Source: an optimization exercise on an open RTL-to-GDS flow (aim: small area and a short achievable clock period). Production flows keep margins and buffers that such runs may drop. In this exercise RTL edits were held to simulation tests only and were not proved equivalent to the original. No activity file was given, so power comes from the tool's default toggle rates.

==> flow/design.v, too long to show whole: its modules and the start of the top module <==
// module cmul: 1584 lines
// module fadd: 380 lines
// module conv3x3_fp32: 75 lines
module conv3x3_fp32(
    input         clk,
    input         resetn,
    input         valid_in,
    input  [31:0] data,
    input  [31:0] w1, w2, w3, w4, w5, w6, w7, w8, w9,
    output        valid_out,
    output [31:0] data_out
);
  // ...
==> flow/run.sh <==
#!/bin/bash
# synth_recipe.tcl (not shown) runs the flow's synth.tcl, then flattens the netlist and writes it again
# the make line also repeats each setting of config.mk as NAME=value (left out here)
make -C /OpenROAD-flow-scripts/flow DESIGN_CONFIG=/design/flow/config.mk WORK_HOME=/design/flow/orfs CLKGATE_MAP_FILE= SYNTH_SCRIPT=/design/flow/synth_recipe.tcl finish
==> flow/config.mk <==
export PLATFORM = sky130hd
export DESIGN_NAME = conv3x3_fp32
export DESIGN_NICKNAME = conv3x3_fp32
export VERILOG_FILES = /design/flow/design.v
export SDC_FILE = /design/flow/constraint.sdc
export NUM_CORES = 8
export LEC_CHECK = 0
export CAP_MARGIN = 30
export CORE_MARGIN = 2
export CORE_UTILIZATION = 55
export SETUP_SLACK_MARGIN = 4.6
export SLEW_MARGIN = 20
==> flow/constraint.sdc <==
create_clock -name core_clock -period 8.0 [get_ports {clk}]
set_input_delay 1.6000 -clock core_clock [delete_from_list [all_inputs] [get_ports {clk}]]
set_output_delay 1.6000 -clock core_clock [all_outputs]
set_load 0.01 [all_outputs]
==> impl_metrics.py, run 1 <==
metrics = {
    "outcome": {
        "status": "complete, no violations",
    },
    "worst_setup_path": {
        "path_class": "input port to flip-flop",
        "crit_path_frequent_cell": "fa_1",
        "path_depth": 15,
    },
    "layout": {
        "seq_cells": 5878,
        "fin_area_um2": 367000,
        "antenna_cells": 21,
        "fill_cells": 42300,
        "stdcell_count": 36500,
        "fin_nets": 32700,
    },
    "route": {
        "drc": 0,
        "highest_layer": "met5",
    },
    "min_path": {
        "hold_path_depth": 0,
    },
    "pwr": {
        "combPwrFrac": 0.496,
        "powerComb_mw": 78.8,
        "switching_share": 0.405,
        "top_power_group": "combinational logic",
        "clk-power_mw": 30.0,
    },
    "global_routing": {
        "globalRouteMet1Util": 0.397,
        "grt_pass1_wl_um": 1330000,
    },
    "placement": {
        "hpwl_um": 587000,
    },
    "clock_tree": {
        "cts_resized": 1693,
        "htree_levels": 6,
        "clock_sink_count": 5878,
        "postCtsHoldBufs": 0,
    },
    "sta": {
        "hold_viol": 0,
        "setup_viol": 0,
    },
    "die": {
        "core_area_um2": 556000,
    },
    "yosys": {
        "synthFlopType": "dfxtp_1",
        "yosys.area.top_type": "dfxtp_1",
        "synth_edf_count": 899,
        "seq_area_frac_synth": 0.414,
        "synth_nets": 32200,
        "synth_area_leaders": "dfxtp_1, fa_1, edfxtp_1",
    },
    "flow_run": {
        "maxCapViolations": 0,
    },
}
==> inputs of run 2 (changes only) <==
--- a/flow/config.mk
+++ b/flow/config.mk
@@ -8,5 +8,6 @@
 export CAP_MARGIN = 30
 export CORE_MARGIN = 2
 export CORE_UTILIZATION = 55
-export SETUP_SLACK_MARGIN = 4.6
+export CTS_BUF_LIST = sky130_fd_sc_hd__clkbuf_8
+export SETUP_SLACK_MARGIN = 4.2
 export SLEW_MARGIN = 20
==> impl_metrics.py, run 2 <==
metrics = {
    "yosys": {
        "synthArstFlopShare": 0.00493,
        "synth_nets": 32200,
        "synth_cell_types": 97,
        "synthCells": 27900,
        "seq_area_frac_synth": 0.414,
        "synthFlopType": "dfxtp_1",
        "synth_top_cells_by_count": "dfxtp_1, inv_1, fa_1",
        "syn_area_per_cell_um2": 11.0,
        "synth_top_area_frac": 0.323,
        "yosys.area.top_type": "dfxtp_1",
        "syn_area_um2": 306000,
        "synth_seq_cells": 5878,
        "synth_edf_count": 899,
        "synth-warning-count": 7,
        "synth_area_leaders": "dfxtp_1, fa_1, edfxtp_1",
        "yosysMostFrequentCell": "dfxtp_1",
    },
    "pwr": {
        "power_mw": 151,
        "power_density_nw_per_um2": 435,
        "p_leak_nw": 149,
        "ir_drop_mv": 0.283,
    },
    "sta": {
        "slew_headroom": 0.235,
        "fmax_ghz": 0.263,
        "fin_crit_sh": 0.475,
        "hold_viol": 0,
        "layout_min_cycle_time_ns": 3.80,
        "rsz0062_at_grt": "true",
        "setup_tns_ns": 0,
        "skew_ns": 0.0712,
        "worstMarginPinSlew_ns": 1.14,
        "setup_viol": 0,
        "finalMaxSlewViolations": 0,
    },
    "worst_setup_path": {
        "r2r_slack_ns": 4.31,
        "crit_path_top_delay_cell": "fa_2",
        "crit_fanout": 13,
        "endpoint_kind": "flip-flop",
        "regToRegEndpoint": "a1.mb1[6]",
        "start_kind": "input port",
        "critPathArrivalTime_ns": 5.06,
        "path_class": "input port to flip-flop",
        "crit_family": "adder cells",
        "crit_path_cell_trace": "clkdlybuf4s50_1, ha_4, nand2b_2, xor2_1, fa_2, inv_2, fa_1, fa_1, inv_1, fa_2",
        "cp_num_buf_inv": 3,
        "critPathRequiredTime_ns": 9.26,
        "rr_startpoint": "u_m6.p[27]",
        "reg2reg_depth": 12,
        "cpPeakStageDelay_ns": 0.50,
    },
    "route": {
        "routed_wl_um": 840000,
        "ant_nets": 0,
        "initialDrtViolationCount": 16100,
        "vias": 204000,
        "drc": 0,
        "wl_per_cell_um": 23.1,
        "firstDrtPassIters": 6,
        "vias_per_cell": 5.61,
    },
    "layout": {
        "layout-drive-gt1-share": 0.155,
        "fill_cells": 45200,
        "final_common_cell": "dfxtp_1",
        "top_register": "lb",
        "syn2layout_area_growth_pct": 13.6,
        "stdcell_count": 36400,
        "seq_area_um2": 127000,
        "fin_nets": 32400,
        "top_regs": "lb (899), p1d (348)",
        "mostFrequentLayoutCells": "dfxtp_1, inv_1, xnor2_1",
        "largest_reg_flops": 899,
        "multiInputGateArea_um2": 168000,
        "fin_area_um2": 348000,
    },
    "die": {
        "die_w_um": 750,
        "die_area_um2": 563000,
        "pin_count": 356,
        "die_y_um": 750,
        "rows": 274,
        "initial_core_util": 0.551,
        "core_area_um2": 556000,
    },
    "clock_tree": {
        "clock_latency_ns": 1.35,
        "path_clk_slew_ns": 0.06,
        "numCtsBuffers": 953,
        "cts_tree": "done",
        "ctsLongestPathBuffers": 4,
        "root_buffer": "clkbuf_8",
        "htree_levels": 6,
        "clock_sink_count": 5878,
    },
    "placement": {
        "hpwl_um": 583000,
        "gp_congestion": 0.883,
        "placed_cells": 34300,
        "placed_cell_area_um2": 322000,
        "numPortBuffers": 355,
    },
    "min_path": {
        "hp-start": "u_m9.pe2[1]",
        "hold_path_depth": 0,
        "min_to": "u_m9.pe3[1]",
        "hold_class": "flip-flop to flip-flop",
    },
    "global_routing": {
        "overflow": 0,
        "grt_pass1_vias": 211000,
        "grt_pass1_wl_um": 1280000,
        "grt_use_total": 0.292,
        "antenna_found_initial": 50,
        "grt_max_degree": 181,
    },
    "flow_run": {
        "maxCapViolations": 0,
    },
    "outcome": {
        "status": "complete, no violations",
    },
}
run 2: cell types whose count changed in the layout (fill, tap and decap cells not counted), moves of 499 or more:
cell / before / now
a22oi_1: 1384 / 1883
a22oi_2: 812 / 313
clkbuf_16: 661 / 7
clkbuf_8: 73 / 1166
inv_1: 2276 / 2852
run 2: worst reg2reg max path, stage by stage (launching register included):
cell,delay [ns]
dfxtp_1,0.39
inv_1,0.08
ha_1,0.35
inv_1,0.17
nor3_1,0.10
a211oi_1,0.22
o21ai_0,0.20
a21oi_1,0.16
o21ai_0,0.09
a31oi_1,0.60
o21ai_4,0.25
buf_8,0.29
o21ai_0,0.60
run 2: cell families (layout without fill, tap and decap cells):
logic type                 Yosys count  in the layout  share of synthesized area
AOI/OAI and AO/OA                 5131           5157                      0.114
xor gates and xnor gates          3457           3457                     0.0988
adders and majority gates         3938           3938                      0.218
buffers and inverters             4823           5790                     0.0600
DFF                               5878           5878                      0.414
muxes                             1159           1159                     0.0426
other                                0             29                          0
and+or+nand+nor                   3547           3553                     0.0528
run 2: final cells by class:
cell class | count | area share
antenna | 29 | 0.000208
clock buffer | 1166 | 0.0461
clock inverter | 596 | 0.0155
inverter | 2979 | 0.0334
multi-input combinational | 17300 | 0.483
sequential | 5878 | 0.364
tap | 7452 | 0.0268
timing repair buffer | 1045 | 0.0302
timing repair inverter | 4 | 0.0000791
run 2: repair_timing:
item | CTS | global route
hold buffers | 0 | 0
gates cloned | 24 | 21
resized for setup | 223 | 236
buffers inserted | 84 | 147
hold endpoints to repair | 0 | 0
endpoints found under the setup margin | 715 | 598
pin swaps | 51 | 77
run 2: per-layer routing:
metal  vias to the layer above  wire length, um  GRT usage  part of all wire
met5                         -              137          0           0.00016
met4                        20            30900      0.109             0.037
met3                      1697            57900     0.0493             0.069
met2                      7644           396000      0.480              0.47
met1                    101000           354000      0.387              0.42
li1                      94100                -          -                 -
run 2: worst max path at each step:
stage / slack [ns] / cells after the start / end / startpoint
after floorplan: 3.51 / 11 / u_m5.t2_hb[15] / w5[20]
after CTS: 4.19 / 12 / u_m7.t2_hb[8] / w7[18]
final: 4.20 / 10 / u_m6.t2_hb[9] / w6[20]
after detailed placement: 2.04 / 11 / u_m1.t2_hb[13] / w1[15]
after global placement: 2.09 / 11 / u_m1.t2_hb[17] / w1[15]
after global routing: 4.15 / 18 / a5.y[29] / a5.r2[0]
run 2: where the power goes:
group	switching [mW]	total, mW	internal, mW
Combinational	41.2	72.9	31.7
Sequential	7.93	49.9	41.9
Clock	12.6	28.5	15.9
Total	61.8	151	89.5
run 2: per-stage QoR:
stage / util / hold WS (ns) / setup slack [ns]
2_1_floorplan: - / 0.310 / 3.51
3_3_place_gp: 0.577 / 0.309 / 2.09
3_5_place_dp: 0.579 / 0.312 / 2.04
4_1_cts: 0.620 / 0.267 / 4.19
5_1_grt: 0.626 / 0.289 / 4.15
6_report: 0.626 / 0.287 / 4.20
==> inputs of run 3 (changes only) <==
--- a/flow/config.mk
+++ b/flow/config.mk
@@ -8,6 +8,6 @@
 export CAP_MARGIN = 30
 export CORE_MARGIN = 2
 export CORE_UTILIZATION = 55
-export CTS_BUF_LIST = sky130_fd_sc_hd__clkbuf_8
+export CTS_BUF_LIST = sky130_fd_sc_hd__clkbuf_4
 export SETUP_SLACK_MARGIN = 4.2
 export SLEW_MARGIN = 20
==> impl_metrics.py, run 3 <==
metrics = {
    "sta": {
        "skew_ns": 0.138,
        "fmax_ghz": 0.251,
        "fin_crit_sh": 0.498,
        "setup_tns_ns": 0,
        "hold_viol": 0,
        "setup_viol": 0,
        "rsz0062_at_grt": "true",
        "layout_min_cycle_time_ns": 3.98,
        "worstMarginPinSlew_ns": 1.13,
        "finalMaxSlewViolations": 0,
        "slew_headroom": 0.237,
    },
    "pwr": {
        "ir_drop_mv": 0.294,
        "p_sw_mw": 61.1,
        "p_leak_nw": 147,
        "switching_share": 0.413,
        "p_seq_frac": 0.337,
        "power_density_nw_per_um2": 431,
        "combPwrFrac": 0.490,
        "p_int_mw": 86.8,
        "p_clk_frac": 0.172,
    },
    "layout": {
        "syn2layout_area_growth_pct": 11.9,
        "layout-drive-gt1-share": 0.171,
        "stdcell_count": 37100,
        "mostFrequentLayoutCells": "dfxtp_1, inv_1, clkbuf_4",
        "fin_nets": 32800,
        "top_regs": "lb (899), p1d (348)",
        "final_common_cell": "dfxtp_1",
        "top_register": "lb",
        "largest_reg_flops": 899,
    },
    "yosys": {
        "synthCells": 27900,
        "syn_area_per_cell_um2": 11.0,
        "synth_top_cells_by_count": "dfxtp_1, inv_1, fa_1",
        "synth_seq_cells": 5878,
        "synthFlopType": "dfxtp_1",
        "yosysMostFrequentCell": "dfxtp_1",
        "seq_area_frac_synth": 0.414,
        "synthArstFlopShare": 0.00493,
        "synth-warning-count": 7,
        "synth_edf_count": 899,
        "synth_cell_types": 97,
        "synth_area_leaders": "dfxtp_1, fa_1, edfxtp_1",
        "syn_area_um2": 306000,
        "synth_top_area_frac": 0.323,
        "yosys.area.top_type": "dfxtp_1",
        "synth_nets": 32200,
    },
    "worst_setup_path": {
        "crit_path_cell_trace": "clkdlybuf4s50_1, nand3b_1, o21ai_4, a22oi_1, xnor2_1, fa_1, inv_1, fa_2, fa_2, inv_1, fa_2",
        "crit_path_frequent_cell": "fa_2",
        "crit_family": "adder cells",
        "crit_path_top_delay_cell": "clkdlybuf4s50_1",
        "cpPeakStageDelay_ns": 0.88,
        "endpoint_kind": "flip-flop",
        "rr_startpoint": "u_m6.p[27]",
        "cp_num_buf_inv": 3,
        "critPathArrivalTime_ns": 5.69,
        "critPathRequiredTime_ns": 9.70,
        "path_depth": 11,
        "start_kind": "input port",
        "regToRegEndpoint": "a1.mb1[5]",
        "crit_fanout": 12,
        "r2r_slack_ns": 4.25,
        "reg2reg_depth": 12,
        "path_class": "input port to flip-flop",
    },
    "clock_tree": {
        "clock_sink_count": 5878,
        "path_clk_slew_ns": 0.07,
        "clock_latency_ns": 1.84,
        "ctsLongestPathBuffers": 5,
        "root_buffer": "clkbuf_4",
        "htree_levels": 7,
        "numCtsBuffers": 1572,
        "cts_tree": "done",
    },
    "global_routing": {
        "overflow": 0,
        "antenna_found_initial": 50,
        "busiest_layer": "met2",
        "grt_max_degree": 181,
        "grt_pass1_wl_um": 1270000,
        "met2_usage": 0.478,
        "grt_pass1_vias": 216000,
        "use_met3": 0.0580,
        "grt_use_total": 0.293,
        "globalRouteMet1Util": 0.380,
    },
    "route": {
        "vias_per_cell": 5.57,
        "firstDrtPassIters": 9,
        "vias": 207000,
        "drc": 0,
        "wl_per_cell_um": 22.4,
        "ant_nets": 0,
        "routed_wl_um": 831000,
        "initialDrtViolationCount": 15700,
    },
    "die": {
        "core_area_um2": 556000,
        "pin_count": 356,
        "rows": 274,
        "initial_core_util": 0.551,
        "die_area_um2": 563000,
        "die_w_um": 750,
        "die_y_um": 750,
    },
    "flow_run": {
        "maxCapViolations": 0,
    },
    "placement": {
        "gp_congestion": 0.883,
        "numPortBuffers": 355,
        "placed_cells": 34300,
        "hpwl_um": 583000,
    },
    "min_path": {
        "min_to": "u_m9.pe3[0]",
        "hold_class": "flip-flop to flip-flop",
        "hp-start": "u_m9.pe2[0]",
        "hold_path_depth": 0,
    },
    "outcome": {
        "status": "complete, no violations",
    },
}
## run 3: timing repair
action / in CTS / in global routing
pin swaps: 7 / 36
setup endpoints to repair: 333 / 449
cloned: 3 / 18
hold buffers: 2 / 0
hold endpoints to repair: 24 / 0
gates resized for setup: 227 / 158
setup buffers: 7 / 21
## run 3: cell type report
type                    instances  area [um^2]
repair buffers                842         8200
multi-input cells           17200       168000
repair inverters                2         10.0
fillers                     46300       213000
flip-flops and latches       5878       127000
well taps                    7452         9320
clock inverters               440         2270
clock buffers                2228        16700
diodes                         50          125
inverters                    2979        11500
## run 3: kinds of logic after synthesis
| group | synth area share |
|---|---|
| flops | 0.414 |
| buf+inv | 0.0600 |
| compound gates | 0.114 |
| mux | 0.0426 |
| fa+ha+maj | 0.218 |
| xor+xnor | 0.0988 |
| simple gates | 0.0528 |
## run 3: power by group through the flow
stage	Combinational (mW)	Sequential (mW)	Clock, mW
2_1_floorplan	52.9	46.5	0
3_3_place_gp	70.2	50.4	0
3_5_place_dp	71.8	50.5	0
4_1_cts	72.5	49.9	26.4
5_1_grt	82.8	51.0	27.9
6_report	72.5	49.9	25.5
## run 3: stage by stage
stage	util	instance area [um^2]	setup WS [ns]	hold WS (ns)	total power, mW
4_1_cts	0.614	341000	3.83	0.00320	149
3_3_place_gp	0.577	321000	2.09	0.309	121
2_1_floorplan	-	315000	3.51	0.310	99.4
6_report	0.617	343000	4.02	0.242	148
5_1_grt	0.617	343000	3.93	0.120	162
3_5_place_dp	0.579	322000	2.04	0.312	122
## run 3: how the worst max path moves through the flow
stage | slack (ns) | startpoint | endpoint
finish | 4.02 | w5[15] | u_m5.t2_hb[10]
global route | 3.93 | vp[20] | valid_out
CTS | 3.83 | vp[20] | valid_out
global placement | 2.09 | w1[15] | u_m1.t2_hb[17]
detailed placement | 2.04 | w1[15] | u_m1.t2_hb[13]
floorplan | 3.51 | w5[20] | u_m5.t2_hb[15]
## run 3: worst reg2reg max path, cell delays in order (launching register included)
cell      delay (ns)
dfxtp_1         0.39
inv_1           0.08
ha_1            0.35
inv_1           0.17
nor3_1          0.10
a211oi_1        0.22
o21ai_0         0.20
a21oi_1         0.16
o21ai_0         0.09
a31oi_1         0.58
o21ai_4         0.24
buf_8           0.30
o21ai_0         0.67
## run 3: layer usage
metal	share of wire	wire, um
met4	0.038	31300
met1	0.42	349000
met2	0.47	394000
met5	0.00013	108
met3	0.068	56300
==> inputs of run 4 (changes only) <==
--- a/flow/config.mk
+++ b/flow/config.mk
@@ -8,6 +8,5 @@
 export CAP_MARGIN = 30
 export CORE_MARGIN = 2
 export CORE_UTILIZATION = 55
-export CTS_BUF_LIST = sky130_fd_sc_hd__clkbuf_4
 export SETUP_SLACK_MARGIN = 4.2
 export SLEW_MARGIN = 20
==> impl_metrics.py, run 4 <==
metrics = {
    "worst_setup_path": {
        "endpoint_kind": "flip-flop",
        "crit_path_frequent_cell": "fa_2",
        "cpPeakStageDelay_ns": 0.55,
        "start_kind": "input port",
        "critPathArrivalTime_ns": 4.82,
        "rr_startpoint": "u_m6.t2_lb[2]",
        "critPathRequiredTime_ns": 9.04,
        "r2r_slack_ns": 4.30,
        "crit_path_cell_trace": "clkbuf_2, nand2b_4, o21ai_4, clkbuf_16, clkbuf_8, a22oi_2, xnor2_1, fa_2, inv_2, fa_2, fa_2, inv_1, fa_2",
        "crit_path_top_delay_cell": "fa_2",
        "cp_num_buf_inv": 5,
        "reg2reg_depth": 12,
        "crit_fanout": 8,
        "crit_family": "adder cells",
        "path_class": "input port to flip-flop",
        "regToRegEndpoint": "u_m6.hq[14]",
    },
    "route": {
        "drc": 0,
        "vias_per_cell": 5.65,
        "ant_nets": 0,
        "initialDrtViolationCount": 16100,
        "routed_wl_um": 840000,
        "firstDrtPassIters": 6,
        "vias": 203000,
        "wl_per_cell_um": 23.4,
    },
    "min_path": {
        "hold_class": "flip-flop to flip-flop",
        "min_to": "a3.sgn2",
        "hold_path_depth": 0,
        "hp-start": "a3.sgnq",
    },
    "yosys": {
        "synth_cell_types": 97,
        "synth_seq_cells": 5878,
        "synth_top_cells_by_count": "dfxtp_1, inv_1, fa_1",
        "synth_area_leaders": "dfxtp_1, fa_1, edfxtp_1",
        "synthCells": 27900,
        "synth_top_area_frac": 0.323,
        "syn_area_per_cell_um2": 11.0,
        "synth_nets": 32200,
        "synth_edf_count": 899,
        "syn_area_um2": 306000,
        "synthFlopType": "dfxtp_1",
        "synth-warning-count": 7,
        "yosysMostFrequentCell": "dfxtp_1",
        "seq_area_frac_synth": 0.414,
        "yosys.area.top_type": "dfxtp_1",
        "synthArstFlopShare": 0.00493,
    },
    "pwr": {
        "ir_drop_mv": 0.286,
        "power_density_nw_per_um2": 437,
        "power_mw": 153,
        "p_leak_nw": 148,
    },
    "layout": {
        "final_util": 0.629,
        "mostFrequentLayoutCells": "dfxtp_1, inv_1, xnor2_1",
        "fin_nets": 32100,
        "syn2layout_area_growth_pct": 14.1,
        "top_regs": "lb (899), p1d (348)",
        "fill_cells": 44600,
        "final_common_cell": "dfxtp_1",
        "top_register": "lb",
        "layout-drive-gt1-share": 0.145,
        "largest_reg_flops": 899,
    },
    "global_routing": {
        "antenna_found_initial": 51,
        "overflow": 0,
        "grt_use_total": 0.294,
        "grt_max_degree": 181,
        "grt_pass1_vias": 210000,
        "grt_pass1_wl_um": 1280000,
    },
    "clock_tree": {
        "cts_tree": "done",
        "clock_latency_ns": 1.09,
        "root_buffer": "clkbuf_16",
        "htree_levels": 6,
        "ctsLongestPathBuffers": 4,
        "path_clk_slew_ns": 0.06,
        "postCtsHoldBufs": 0,
        "numCtsBuffers": 629,
        "clock_sink_count": 5878,
    },
    "placement": {
        "numPortBuffers": 355,
        "gp_congestion": 0.883,
        "hpwl_um": 583000,
    },
    "sta": {
        "slew_headroom": 0.197,
        "skew_ns": 0.0568,
        "fin_crit_sh": 0.472,
        "rsz0062_at_grt": "true",
        "layout_min_cycle_time_ns": 3.78,
        "setup_viol": 0,
        "worstMarginPinSlew_ns": 1.19,
        "fmax_ghz": 0.265,
        "setup_tns_ns": 0,
        "hold_viol": 0,
        "finalMaxSlewViolations": 0,
    },
    "die": {
        "core_area_um2": 556000,
        "die_y_um": 750,
        "rows": 274,
        "die_area_um2": 563000,
        "die_w_um": 750,
        "initial_core_util": 0.551,
        "pin_count": 356,
    },
    "outcome": {
        "status": "complete, no violations",
    },
    "flow_run": {
        "maxCapViolations": 0,
    },
}
## run 4: worst register-to-register path, cell delays in order, from the launching register on
cell and delay [ns]:
dfxtp_1 0.30, ha_1 0.27, a41o_1 0.17, a211oi_2 0.07, o21ai_1 0.29, a21o_2 0.29, a211oi_1 0.11, buf_4 0.18
nor3_1 0.57, nand2b_1 0.20, and2_1 0.17, nor2_1 0.06, xnor2_1 0.79
## run 4: worst max-delay path by stage
stage,cells after the start,to,startpoint
3_5_place_dp,11,u_m1.t2_hb[13],w1[15]
4_1_cts,12,u_m5.t2_hb[2],w5[20]
5_1_grt,18,a5.y[29],a5.r2[0]
2_1_floorplan,11,u_m5.t2_hb[15],w5[20]
3_3_place_gp,11,u_m1.t2_hb[17],w1[15]
6_report,13,u_m6.t2_hb[17],w6[18]
## run 4: metrics by stage
step	std cells	instance area, um^2	setup slack [ns]	hold WS [ns]
5_1_grt	35900	350000	4.11	0.310
4_1_cts	35700	347000	4.19	0.289
3_3_place_gp	34300	321000	2.09	0.309
2_1_floorplan	27900	315000	3.51	0.310
6_report	35900	350000	4.22	0.301
3_5_place_dp	34300	322000	2.04	0.312
## run 4: report_power, final
part / switching, mW / leakage [nW] / internal [mW]
registers: 7.93 / 50.9 / 41.9
logic: 41.2 / 86.3 / 31.8
clock network: 12.6 / 10.6 / 17.4
total: 61.7 / 148 / 91.2
## run 4: metal layers
| layer | GRT usage | share of wire | vias up |
|---|---|---|---|
| met1 | 0.392 | 0.42 | 100000 |
| met5 | 0.000340 | 0.00011 | - |
| li1 | - | - | 93400 |
| met2 | 0.485 | 0.47 | 7423 |
| met3 | 0.0475 | 0.069 | 1720 |
| met4 | 0.108 | 0.039 | 14 |
## run 4: kinds of logic after synthesis
group           after synthesis  share of synthesized area
fa+ha+maj                  3938                      0.218
flops                      5878                      0.414
compound gates             5131                      0.114
buf+inv                    4823                     0.0600
xor+xnor                   3457                     0.0988
simple gates               3547                     0.0528
mux                        1159                     0.0426
## run 4: layout make-up
class	instances	area, um^2	area share
Clock buffer	859	17900	0.0513
Timing Repair inverter	8	62.6	0.000179
Clock inverter	303	3740	0.0107
Tap cell	7452	9320	0.0267
Antenna cell	29	72.6	0.000208
Inverter	2979	11700	0.0334
Timing Repair Buffer	1119	11500	0.0329
Sequential cell	5878	127000	0.363
Multi-Input combinational cell	17300	168000	0.482
## run 4: timing repair
item | in CTS | in global routing
gates cloned | 41 | 11
buffers inserted | 208 | 95
setup endpoints to repair | 966 | 716
pin swaps | 83 | 92
resized for setup | 372 | 309

[port drivers added, routing unchanged]
In the flow no input, the clock included, has a driving cell. The finished layouts below were timed again as built, in two steps. Step 1, drivers: a clkbuf_16 drives clk and a buf_2 each remaining input, both assumed. Step 2 times the ports against the registers' clock, not the clock port: input delays grow and output delays shrink by t, the midpoint of the rising clock arrivals with the driver on. Slacks: ideal ports / drivers / drivers and shift; pairs: ideal ports / drivers.
run	t (ns)	slack for setup (ns)	worst hold slack (ns)	worst setup path at the end	pins driven straight from the clock port
run 1	1.225	4.259 / 4.152 / 2.926	0.298 / 0.298 / 0.298	input to register	1
run 2	1.457	4.199 / 4.145 / 2.688	0.287 / 0.287 / 0.287	input to register	1
run 3	1.906	4.016 / 3.935 / 2.029	0.242 / 0.150 / 0.242	input to register	1
run 4	1.215	4.223 / 4.170 / 2.955	0.301 / 0.301 / 0.301	input to register	1
After both steps setup and hold are still met in every run listed. The setup slack of run 3, which loses most, moves by -0.081 ns with the drivers and by -1.987 ns with both steps.
